Source: an optimization exercise on an open RTL-to-GDS flow (aim: small area, a short achievable clock period and few clock cycles). Production flows keep margins and buffers that such runs may drop.
RTL that was checked went through simulation tests only; none was proved equivalent to the original.
No activity file was given, so power comes from the tool's default toggle rates.

## alu_unit
module alu_unit(
    input clk,
    input rst,
    input in_valid,
    output in_ready,
    input [15:0] a,
    input [15:0] b,
    input [2:0] op,
    output reg out_valid,
    output reg [15:0] r
    );
For scale: about 140 flip-flops, ~8800 µm² of cells after synthesis.
==> flow/config.mk <==
export PLATFORM = sky130hd
export DESIGN_NAME = alu_unit
export DESIGN_NICKNAME = alu_unit
export VERILOG_FILES = /design/flow/design.v
export SDC_FILE = /design/flow/constraint.sdc
export NUM_CORES = 4
export LEC_CHECK = 0
export ABC_AREA = 1
export CAP_MARGIN = 20
export CORE_MARGIN = 2
export CORE_UTILIZATION = 30
export SLEW_MARGIN = 20
==> flow/constraint.sdc <==
create_clock -name core_clock -period 70.0 [get_ports {clk}]
set_input_delay 14.0000 -clock core_clock [delete_from_list [all_inputs] [get_ports {clk}]]
set_output_delay 14.0000 -clock core_clock [all_outputs]
set_load 0.01 [all_outputs]
standard.sh (not shown) runs the stock make flow with config.mk's settings and CLKGATE_MAP_FILE= SYNTH_SCRIPT=/design/flow/synth_recipe.tcl, a recipe that flattens the netlist after the stock synthesis.
==> flow/flow/run.sh <==
#!/bin/bash
# Layout flow: the standard flow, except that synthesis maps with the
# ABC script in flow/abc_area.script (area-oriented mapping, no ABC
# buffering/upsizing; the resizer later fixes timing on the placed design).
# Then: buf_1 port buffers, clkbuf_8 clock buffers, and the resizer asked
# to leave 55 ns of setup slack. Each part logs to its own file.
set -e
rm -rf scripts_abc
cp -r "$FLOW_HOME/scripts" scripts_abc
cp flow/abc_area.script scripts_abc/abc_area.script
A=("BUFFER_PORTS_ARGS=-buffer_cell sky130_fd_sc_hd__buf_1" CTS_BUF_LIST=sky130_fd_sc_hd__clkbuf_8 SETUP_SLACK_MARGIN=55 GPL_ROUTABILITY_DRIVEN=0)
bash standard.sh "${A[@]}" SCRIPTS_DIR=$PWD/scripts_abc synth > synth.log 2>&1
bash standard.sh "${A[@]}" finish > standard.log 2>&1
==> flow/flow/abc_area.script <==
strash
dch
amap
strash
dch
amap
topo
stime -c
The baseline completed without violations.
Testbench counts at the start, summed over its fixed seeds: cycles 4,032.
==> next run, changes <==
--- a/flow/config.mk
+++ b/flow/config.mk
@@ -10,3 +10,3 @@
 export CORE_MARGIN = 2
-export CORE_UTILIZATION = 30
+export CORE_UTILIZATION = 50
 export SLEW_MARGIN = 20
Effect:
- non-clock buffer count climbs by 1
- worst setup slack hardly moves
- hold slack is about the same
- clock-buffer cell count climbs by 1
- cell count shrinks by about 10%
- core utilization is higher by 22 points

Another version of the RTL of alu_unit (not shown whole).
Size: roughly 1,100 cells after synthesis, roughly 150 flip-flops, about 0.0094 mm2 of cells after synthesis.
export LEC_CHECK = 0
export ABC_AREA = 1
export CAP_MARGIN = 20
export CORE_MARGIN = 2
export CORE_UTILIZATION = 40
export SLEW_MARGIN = 20
create_clock -name core_clock -period 70.0 [get_ports {clk}]
==> flow/flow/run.sh <==
#!/bin/bash
# Layout flow: the standard flow, except that synthesis maps with the
# ABC script in flow/abc_area.script (area-oriented mapping, no ABC
# buffering/upsizing; the resizer later fixes timing on the placed design).
# Then: buf_1 port buffers, clkbuf_8 clock buffers, and the resizer asked
# to leave 55 ns of setup slack. Each part logs to its own file.
set -e
rm -rf scripts_abc
cp -r "$FLOW_HOME/scripts" scripts_abc
cp flow/abc_area.script scripts_abc/abc_area.script
A=("BUFFER_PORTS_ARGS=-buffer_cell sky130_fd_sc_hd__buf_1" CTS_BUF_LIST=sky130_fd_sc_hd__clkbuf_8 SETUP_SLACK_MARGIN=55 )
bash standard.sh "${A[@]}" SCRIPTS_DIR=$PWD/scripts_abc synth > synth.log 2>&1
bash standard.sh "${A[@]}" finish > standard.log 2>&1
==> flow/flow/abc_area.script <==
strash
dch
map -a
strash
dch
map -a
strash
dch -f
map -a
topo
stime -c
Next try:
==> flow/flow/abc_area.script (replaced) <==
strash
dch
amap
strash
dch
amap
topo
stime -c
Result: Wire length rose by 8.1%; cell count fell by 7.5%; synthesized area fell by 3.8%; combinational power fell by about 3%; cell area fell by 1.9%; total power fell by 0.51%; sequential power hardly moves.
Next try:
==> flow/flow/abc_area.script (replaced) <==
strash
dch
map -a
strash
dch
amap
topo
stime -c
The changed run passed the timing, design-rule and antenna checks.
Routed wire length falls by 4.7%.
Setup slack gains 0.041 ns.
Sequential share of layout area barely changes.
Final area hardly moves.
Via count falls by about 2.4%.
Register-to-register slack loses 0.05 ns.
Total power falls by about 5%.
Die area rises by about 0.44%.
No run of this note included a check of the RTL's function; only the layout flow was run.

## run 1
Another version of the RTL of alu_unit (not shown whole).
For scale: ~1400 cells after synthesis, ~160 flip-flops, about 56 I/O pins.
Settings: LEC_CHECK=0, ABC_AREA=1, CAP_MARGIN=20, CORE_MARGIN=2, CORE_UTILIZATION=40, SLEW_MARGIN=20; clock period 70.0 ns.
==> flow/flow/run.sh <==
#!/bin/bash
# Standard layout flow, with the resizer asked to leave 55 ns of setup
# slack (a 15 ns critical path) instead of the default margin.
bash standard.sh SETUP_SLACK_MARGIN=55 finish > standard.log 2>&1
The flow did not stop early for run 1: all stages ran, and the layout cleared the timing, design-rule and antenna checks.
Input changes introduced in run 2 (baseline for comparison: run 1):
==> flow/flow/run.sh <==
#!/bin/bash
# Standard layout flow, with its output logged to standard.log.
bash standard.sh > standard.log 2>&1
- Comparing area added between synthesis and finish for run 1 and run 2, the bigger number came from run 2.
- Across both runs, number of vias in the routed layout was lower for run 2 than for run 1.
- Run 1 ended up with sky130_fd_sc_hd__dfxtp_1 as its worst-path cell with the longest stage delay; run 2 ended up with sky130_fd_sc_hd__clkdlybuf4s50_1.
- [compare] base=run 1 new=run 2: final cell area excluding filler cells was more or less identical; setup slack went down by 0.40 ns.
Here is what was changed in the inputs of run 3 compared with run 2.
==> flow/run.sh (new file) <==
#!/bin/bash
# synth_recipe.tcl (not shown) runs the flow's synth.tcl, then flattens the netlist and writes it again
# the make line also repeats each setting of config.mk as NAME=value (left out here)
make -C /OpenROAD-flow-scripts/flow DESIGN_CONFIG=/design/flow/config.mk WORK_HOME=/design/flow/orfs CLKGATE_MAP_FILE= SYNTH_SCRIPT=/design/flow/synth_recipe.tcl finish
removed: flow/flow/run.sh
removed: flow/standard.sh
--- outcome ---
Run 3: no failed stages, no open violations at the end. Combinational power: run 3 vs run 2, no meaningful difference. Iteration count of the initial detailed-routing pass: run 2 vs run 3 identical. From run 3 to run 2, layout sequential cell count did not move at all. On first-pass GRT wire length, run 2 tracks run 3 almost exactly. As far as total power goes, run 2 and run 3 are indistinguishable; the numbers are identical. Run 3 -> run 2: clock tree buffer count of the final layout delta 0, exact match. As far as aggregate routed wire length goes, run 2 and run 3 are indistinguishable; the numbers are identical. ~same proportion of power drawn by combinational gates in run 3 and run 2. As far as XOR/XNOR share of the synthesized area goes, run 2 and run 3 are indistinguishable; the numbers are identical.
No functional check of the RTL was part of any run of this note.

quartz:
RTL: one of the versions met above, not the one the previous note started from.
For scale: about 140 flip-flops, roughly 56 I/O pins.
==> flow/config.mk <==
export PLATFORM = sky130hd
export DESIGN_NAME = alu_unit
export DESIGN_NICKNAME = alu_unit
export VERILOG_FILES = /design/flow/design.v
export SDC_FILE = /design/flow/constraint.sdc
export NUM_CORES = 4
export LEC_CHECK = 0
export ABC_AREA = 1
export CAP_MARGIN = 20
export CORE_MARGIN = 2
export CORE_UTILIZATION = 40
export SLEW_MARGIN = 20
==> flow/constraint.sdc <==
create_clock -name core_clock -period 70.0 [get_ports {clk}]
set_input_delay 14.0000 -clock core_clock [delete_from_list [all_inputs] [get_ports {clk}]]
set_output_delay 14.0000 -clock core_clock [all_outputs]
set_load 0.01 [all_outputs]
==> flow/flow/run.sh <==
#!/bin/bash
# Layout flow: the standard flow, except that synthesis maps with the
# ABC script in flow/abc_area.script (area-oriented mapping, no ABC
# buffering/upsizing; the resizer later fixes timing on the placed design).
# Then: buf_1 port buffers, clkbuf_8 clock buffers, and the resizer asked
# to leave 55 ns of setup slack. Each part logs to its own file.
set -e
rm -rf scripts_abc
cp -r "$FLOW_HOME/scripts" scripts_abc
cp flow/abc_area.script scripts_abc/abc_area.script
A=("BUFFER_PORTS_ARGS=-buffer_cell sky130_fd_sc_hd__buf_1" CTS_BUF_LIST=sky130_fd_sc_hd__clkbuf_8 SETUP_SLACK_MARGIN=55 )
bash standard.sh "${A[@]}" SCRIPTS_DIR=$PWD/scripts_abc synth > synth.log 2>&1
bash standard.sh "${A[@]}" finish > standard.log 2>&1
==> flow/flow/abc_area.script <==
strash
dch
amap
strash
dch
amap
topo
stime -c
No stage failed in quartz, and the final checks on the layout all came back clean.
Testbench counts of quartz, summed over its fixed seeds: cycles 4,032.
## Diff of input files: cedar against quartz
==> flow/flow/run.sh <==
#!/bin/bash
# Layout flow: the standard flow, except that synthesis maps with the
# ABC script in flow/abc_area.script (area-oriented mapping, no ABC
# buffering/upsizing; the resizer later fixes timing on the placed design).
# Then: buf_1 port buffers, clkbuf_8 clock buffers, and the resizer asked
# to leave 55.2 ns of setup slack. Each part logs to its own file.
set -e
rm -rf scripts_abc
cp -r "$FLOW_HOME/scripts" scripts_abc
cp flow/abc_area.script scripts_abc/abc_area.script
A=("BUFFER_PORTS_ARGS=-buffer_cell sky130_fd_sc_hd__buf_1" CTS_BUF_LIST=sky130_fd_sc_hd__clkbuf_8 SETUP_SLACK_MARGIN=55.2 )
bash standard.sh "${A[@]}" SCRIPTS_DIR=$PWD/scripts_abc synth > synth.log 2>&1
bash standard.sh "${A[@]}" finish > standard.log 2>&1
--- outcome ---
- The final layout from cedar, which completed every stage, passed the timing, design-rule and antenna checks at the end of the flow.
- Between quartz and cedar, the final layout net count is higher for cedar.
- Compared cedar vs quartz, and via count of the routed design is up in cedar.
- | upper clock frequency limit | cedar vs quartz | ≈ equal |
diff inputs: cedar => willow
==> flow/flow/run.sh <==
#!/bin/bash
# Layout flow: the standard flow, except that synthesis maps with the
# ABC script in flow/abc_area.script (area-oriented mapping, no ABC
# buffering/upsizing; the resizer later fixes timing on the placed design).
# Then: buf_1 port buffers, clkbuf_8 clock buffers, and the resizer asked
# to leave 55 ns of setup slack. Each part logs to its own file.
set -e
rm -rf scripts_abc
cp -r "$FLOW_HOME/scripts" scripts_abc
cp flow/abc_area.script scripts_abc/abc_area.script
A=("BUFFER_PORTS_ARGS=-buffer_cell sky130_fd_sc_hd__buf_1" CTS_BUF_LIST=sky130_fd_sc_hd__clkbuf_8 SETUP_SLACK_MARGIN=55 SETUP_MOVE_SEQUENCE=unbuffer,sizeup,swap,buffer)
bash standard.sh "${A[@]}" SCRIPTS_DIR=$PWD/scripts_abc synth > synth.log 2>&1
bash standard.sh "${A[@]}" finish > standard.log 2>&1
## What came out
For willow, the capturing instance or port of the critical path was r[3], unlike cedar, where it was r[8]. Mean routed wirelength per cell: willow vs cedar, no meaningful difference. Taking cedar as the reference, in willow core utilization now smaller; highest ir drop seen on vdd stayed essentially flat; wire length of the first global-routing pass held; sequential share of layout area now sits higher.
Changes in lagoon relative to willow:
--- a/flow/flow/run.sh
+++ b/flow/flow/run.sh
@@ -9,5 +9,5 @@
 cp -r "$FLOW_HOME/scripts" scripts_abc
 cp flow/abc_area.script scripts_abc/abc_area.script
-A=("BUFFER_PORTS_ARGS=-buffer_cell sky130_fd_sc_hd__buf_1" CTS_BUF_LIST=sky130_fd_sc_hd__clkbuf_8 SETUP_SLACK_MARGIN=55 SETUP_MOVE_SEQUENCE=unbuffer,sizeup,swap,buffer)
+A=("BUFFER_PORTS_ARGS=-buffer_cell sky130_fd_sc_hd__buf_1" CTS_BUF_LIST=sky130_fd_sc_hd__clkbuf_8 SETUP_SLACK_MARGIN=55 GPL_ROUTABILITY_DRIVEN=0)
 bash standard.sh "${A[@]}" SCRIPTS_DIR=$PWD/scripts_abc synth > synth.log 2>&1
 bash standard.sh "${A[@]}" finish > standard.log 2>&1
- lagoon finished every step from synthesis to the final layout, and the layout passed the timing, design-rule and antenna checks.
- willow: full flow OK, the timing, design-rule and antenna checks passed
- willow → lagoon: met2 wire length has decreased, sequential share of layout area has increased.
- willow reports its capture point of the worst path as r[3] while lagoon reports r[5].
- lagoon vs willow: worst hold margin down in lagoon

alu_unit, a different RTL version from the one above (not shown whole).
For scale: about 1,300 cells after synthesis, roughly 99 flip-flops, ~56 I/O pins, roughly 9600 um^2 of cells after synthesis.
## alu_unit
module alu_unit(
    input clk,
    input rst,
    input in_valid,
    output in_ready,
    input [15:0] a,
    input [15:0] b,
    input [2:0] op,
    output reg out_valid,
    output reg [15:0] r
    );
assign in_ready = 1'b1;
reg [15:0] a_q, b_q;
reg [2:0] op_q;
reg v0;
always @(posedge clk) begin
    a_q <= a;
    b_q <= b;
    op_q <= op;
    v0 <= in_valid & ~rst;
end
wire mul0 = op_q == 3'd3;
wire div0 = op_q == 3'd4;
wire add0 = op_q == 3'd1;
wire sub0 = op_q == 3'd2;
wire [15:0] y0 = b_q ^ {16{div0 | sub0}};
wire [15:0] x0 = {a_q[15:7] & {9{~mul0}}, a_q[6:0]};
wire [1:0] s15;
wire g15_0_0 = (x0[15] & y0[0]) | ((div0 | sub0) & (x0[15] ^ y0[0]));
wire p15_0_0 = x0[15] ^ y0[0];
assign s15[0] = p15_0_0 ^ (div0 | sub0);
assign s15[1] = g15_0_0;
wire sel15 = mul0 ? a_q[15] : (div0 & s15[1] & &y0[15:1]);
wire [15:0] x_15 = sel15 ? {s15[0:0], x0[14:0]} : x0;
wire [2:0] s14;
wire g14_0_0 = (x_15[14] & y0[0]) | ((div0 | sub0) & (x_15[14] ^ y0[0]));
wire p14_0_0 = x_15[14] ^ y0[0];
wire g14_1_1 = x_15[15] & y0[1];
wire p14_1_1 = x_15[15] ^ y0[1];
wire g14_1_0 = g14_1_1 | (p14_1_1 & g14_0_0);
wire p14_1_0 = p14_1_1 & p14_0_0;
assign s14[0] = p14_0_0 ^ (div0 | sub0);
assign s14[1] = p14_1_1 ^ g14_0_0;
assign s14[2] = g14_1_0;
wire sel14 = mul0 ? a_q[14] : (div0 & s14[2] & &y0[15:2]);
wire [15:0] x_14 = sel14 ? {s14[1:0], x_15[13:0]} : x_15;
wire [3:0] s13;
wire g13_0_0 = (x_14[13] & y0[0]) | ((div0 | sub0) & (x_14[13] ^ y0[0]));
wire p13_0_0 = x_14[13] ^ y0[0];
wire g13_1_1 = x_14[14] & y0[1];
wire p13_1_1 = x_14[14] ^ y0[1];
  ...
==> flow/config.mk <==
export PLATFORM = sky130hd
export DESIGN_NAME = alu_unit
export DESIGN_NICKNAME = alu_unit
export VERILOG_FILES = /design/flow/design.v
export SDC_FILE = /design/flow/constraint.sdc
export NUM_CORES = 4
export LEC_CHECK = 0
export ABC_AREA = 1
export CAP_MARGIN = 20
export CORE_MARGIN = 2
export CORE_UTILIZATION = 40
export SLEW_MARGIN = 20
==> flow/constraint.sdc <==
create_clock -name core_clock -period 70.0 [get_ports {clk}]
set_input_delay 14.0000 -clock core_clock [delete_from_list [all_inputs] [get_ports {clk}]]
set_output_delay 14.0000 -clock core_clock [all_outputs]
set_load 0.01 [all_outputs]
==> flow/flow/run.sh <==
#!/bin/bash
# Standard layout flow in two parts, logged to standard_1.log and
# standard_2.log: synthesis to placement with the default repair margin,
# then clock tree, routing and finish with the resizer asked to leave 55 ns
# of setup slack. Port buffers are buf_1, clock buffers clkbuf_8.
A=("BUFFER_PORTS_ARGS=-buffer_cell sky130_fd_sc_hd__buf_1" CTS_BUF_LIST=sky130_fd_sc_hd__clkbuf_8)
bash standard.sh "${A[@]}" place > standard_1.log 2>&1
bash standard.sh "${A[@]}" SETUP_SLACK_MARGIN=55 finish > standard_2.log 2>&1
Testbench counts at the start, summed over its fixed seeds: cycles 4,024.
Rerun with:
==> flow/flow/run.sh (replaced) <==
#!/bin/bash
# Layout flow: the standard flow, except that synthesis maps with the
# ABC script in flow/abc_area.script (area-oriented mapping, no ABC
# buffering/upsizing; the resizer later fixes timing on the placed design).
# Then: buf_1 port buffers, clkbuf_8 clock buffers, and the resizer asked
# to leave 55 ns of setup slack. Each part logs to its own file.
set -e
rm -rf scripts_abc
cp -r "$FLOW_HOME/scripts" scripts_abc
cp flow/abc_area.script scripts_abc/abc_area.script
A=("BUFFER_PORTS_ARGS=-buffer_cell sky130_fd_sc_hd__buf_1" CTS_BUF_LIST=sky130_fd_sc_hd__clkbuf_8 SETUP_SLACK_MARGIN=55 )
bash standard.sh "${A[@]}" SCRIPTS_DIR=$PWD/scripts_abc synth > synth.log 2>&1
bash standard.sh "${A[@]}" finish > standard.log 2>&1
==> flow/flow/abc_area.script (new file) <==
strash
dch
map -a
strash
dch
map -a
strash
dch -f
map -a
topo
stime -c
Result: Sequential share of layout area went down by 2.7 points; routed wire length went up by 13%; non-clock buffer count went up by 254; core utilization went up by 18 points; die area went down by 15%; clock-buffer cell count does not change; via count went up by 2.0%; clock power went down by 10%.
Rerun with:
==> flow/flow/run.sh (replaced) <==
#!/bin/bash
# Standard layout flow (buf_1 port buffers, clkbuf_8 clock buffers, resizer aims at 55 ns setup slack), logged to standard.log.
bash standard.sh SETUP_SLACK_MARGIN=55 "BUFFER_PORTS_ARGS=-buffer_cell sky130_fd_sc_hd__buf_1" CTS_BUF_LIST=sky130_fd_sc_hd__clkbuf_8 finish > standard.log 2>&1
removed: flow/flow/abc_area.script
Power is lower by 27%.
Sequential power stays flat.
Fmax is higher by 28%.
Synthesized cell count is higher by 31%.
Rerun with:
==> flow/flow/run.sh (replaced) <==
#!/bin/bash
# Layout flow: the standard flow, except that synthesis maps with the
# ABC script in flow/abc_area.script (area-oriented mapping, no ABC
# buffering/upsizing; the resizer later fixes timing on the placed design).
# Then: buf_1 port buffers, clkbuf_8 clock buffers, and the resizer asked
# to leave 55 ns of setup slack. Each part logs to its own file.
set -e
rm -rf scripts_abc
cp -r "$FLOW_HOME/scripts" scripts_abc
cp flow/abc_area.script scripts_abc/abc_area.script
A=("BUFFER_PORTS_ARGS=-buffer_cell sky130_fd_sc_hd__buf_1" CTS_BUF_LIST=sky130_fd_sc_hd__clkbuf_8 SETUP_SLACK_MARGIN=55 ABC_CLOCK_PERIOD_IN_PS=13000)
bash standard.sh "${A[@]}" SCRIPTS_DIR=$PWD/scripts_abc synth > synth.log 2>&1
bash standard.sh "${A[@]}" finish > standard.log 2>&1
==> flow/flow/abc_area.script (new file) <==
strash
dch
map -a
topo
stime -c
buffer -c
upsize -c
dnsize -c
After rerunning: The changed run completed without violations. Total power goes up by 34%. First-iteration DRC count increases by 4.3%. Area after synthesis falls by about 9%.

what the ideal ports hide:
The results above use ideal ports. As a check the final layouts listed here were re-extracted and re-timed, cells and wires unchanged.
Step 1 (the two cells are an assumption about what drives the block):
set clk [get_ports {clk}]
set_driving_cell -lib_cell sky130_fd_sc_hd__clkbuf_16 $clk
set_driving_cell -lib_cell sky130_fd_sc_hd__buf_2 [delete_from_list [all_inputs] $clk]
Step 2 adds t to the input delays and takes it off the output delays; t is the mean of the earliest and latest rising clock arrival at the registers after step 1. Input paths then give back, and output paths get back, about the clock's delay inside the block.
Slacks: ideal ports / drivers / drivers and shift; pairs: ideal ports / drivers.
run	t (ns)	setup WS [ns]	pins driven straight from the clock port
the first run of note 1	0.498	55.056 / 55.012 / 55.322	1
the second run of note 1	0.486	55.053 / 55.011 / 55.345	1
the first run of note 2	0.493	55.034 / 54.995 / 55.488	1
the second run of note 2	0.498	55.032 / 54.995 / 55.493	1
the third run of note 2	0.495	55.072 / 55.031 / 55.526	1
run 1	0.468	55.033 / 54.986 / 55.303	1
run 2	0.471	54.636 / 54.589 / 55.060	1
run 3	0.471	54.636 / 54.589 / 55.060	1
quartz	0.476	55.043 / 55.004 / 55.337	1
cedar	0.477	55.076 / 55.036 / 55.338	1
willow	0.476	55.043 / 55.004 / 55.337	1
lagoon	0.482	55.048 / 55.009 / 55.340	1
the first run of note 5	0.430	55.061 / 55.020 / 55.450	1
the second run of note 5	0.426	50.836 / 50.836 / 50.836	1
the third run of note 5	0.430	55.061 / 55.020 / 55.450	1
the fourth run of note 5	0.438	53.006 / 53.006 / 53.006	1
After both steps every run listed still meets setup and hold.
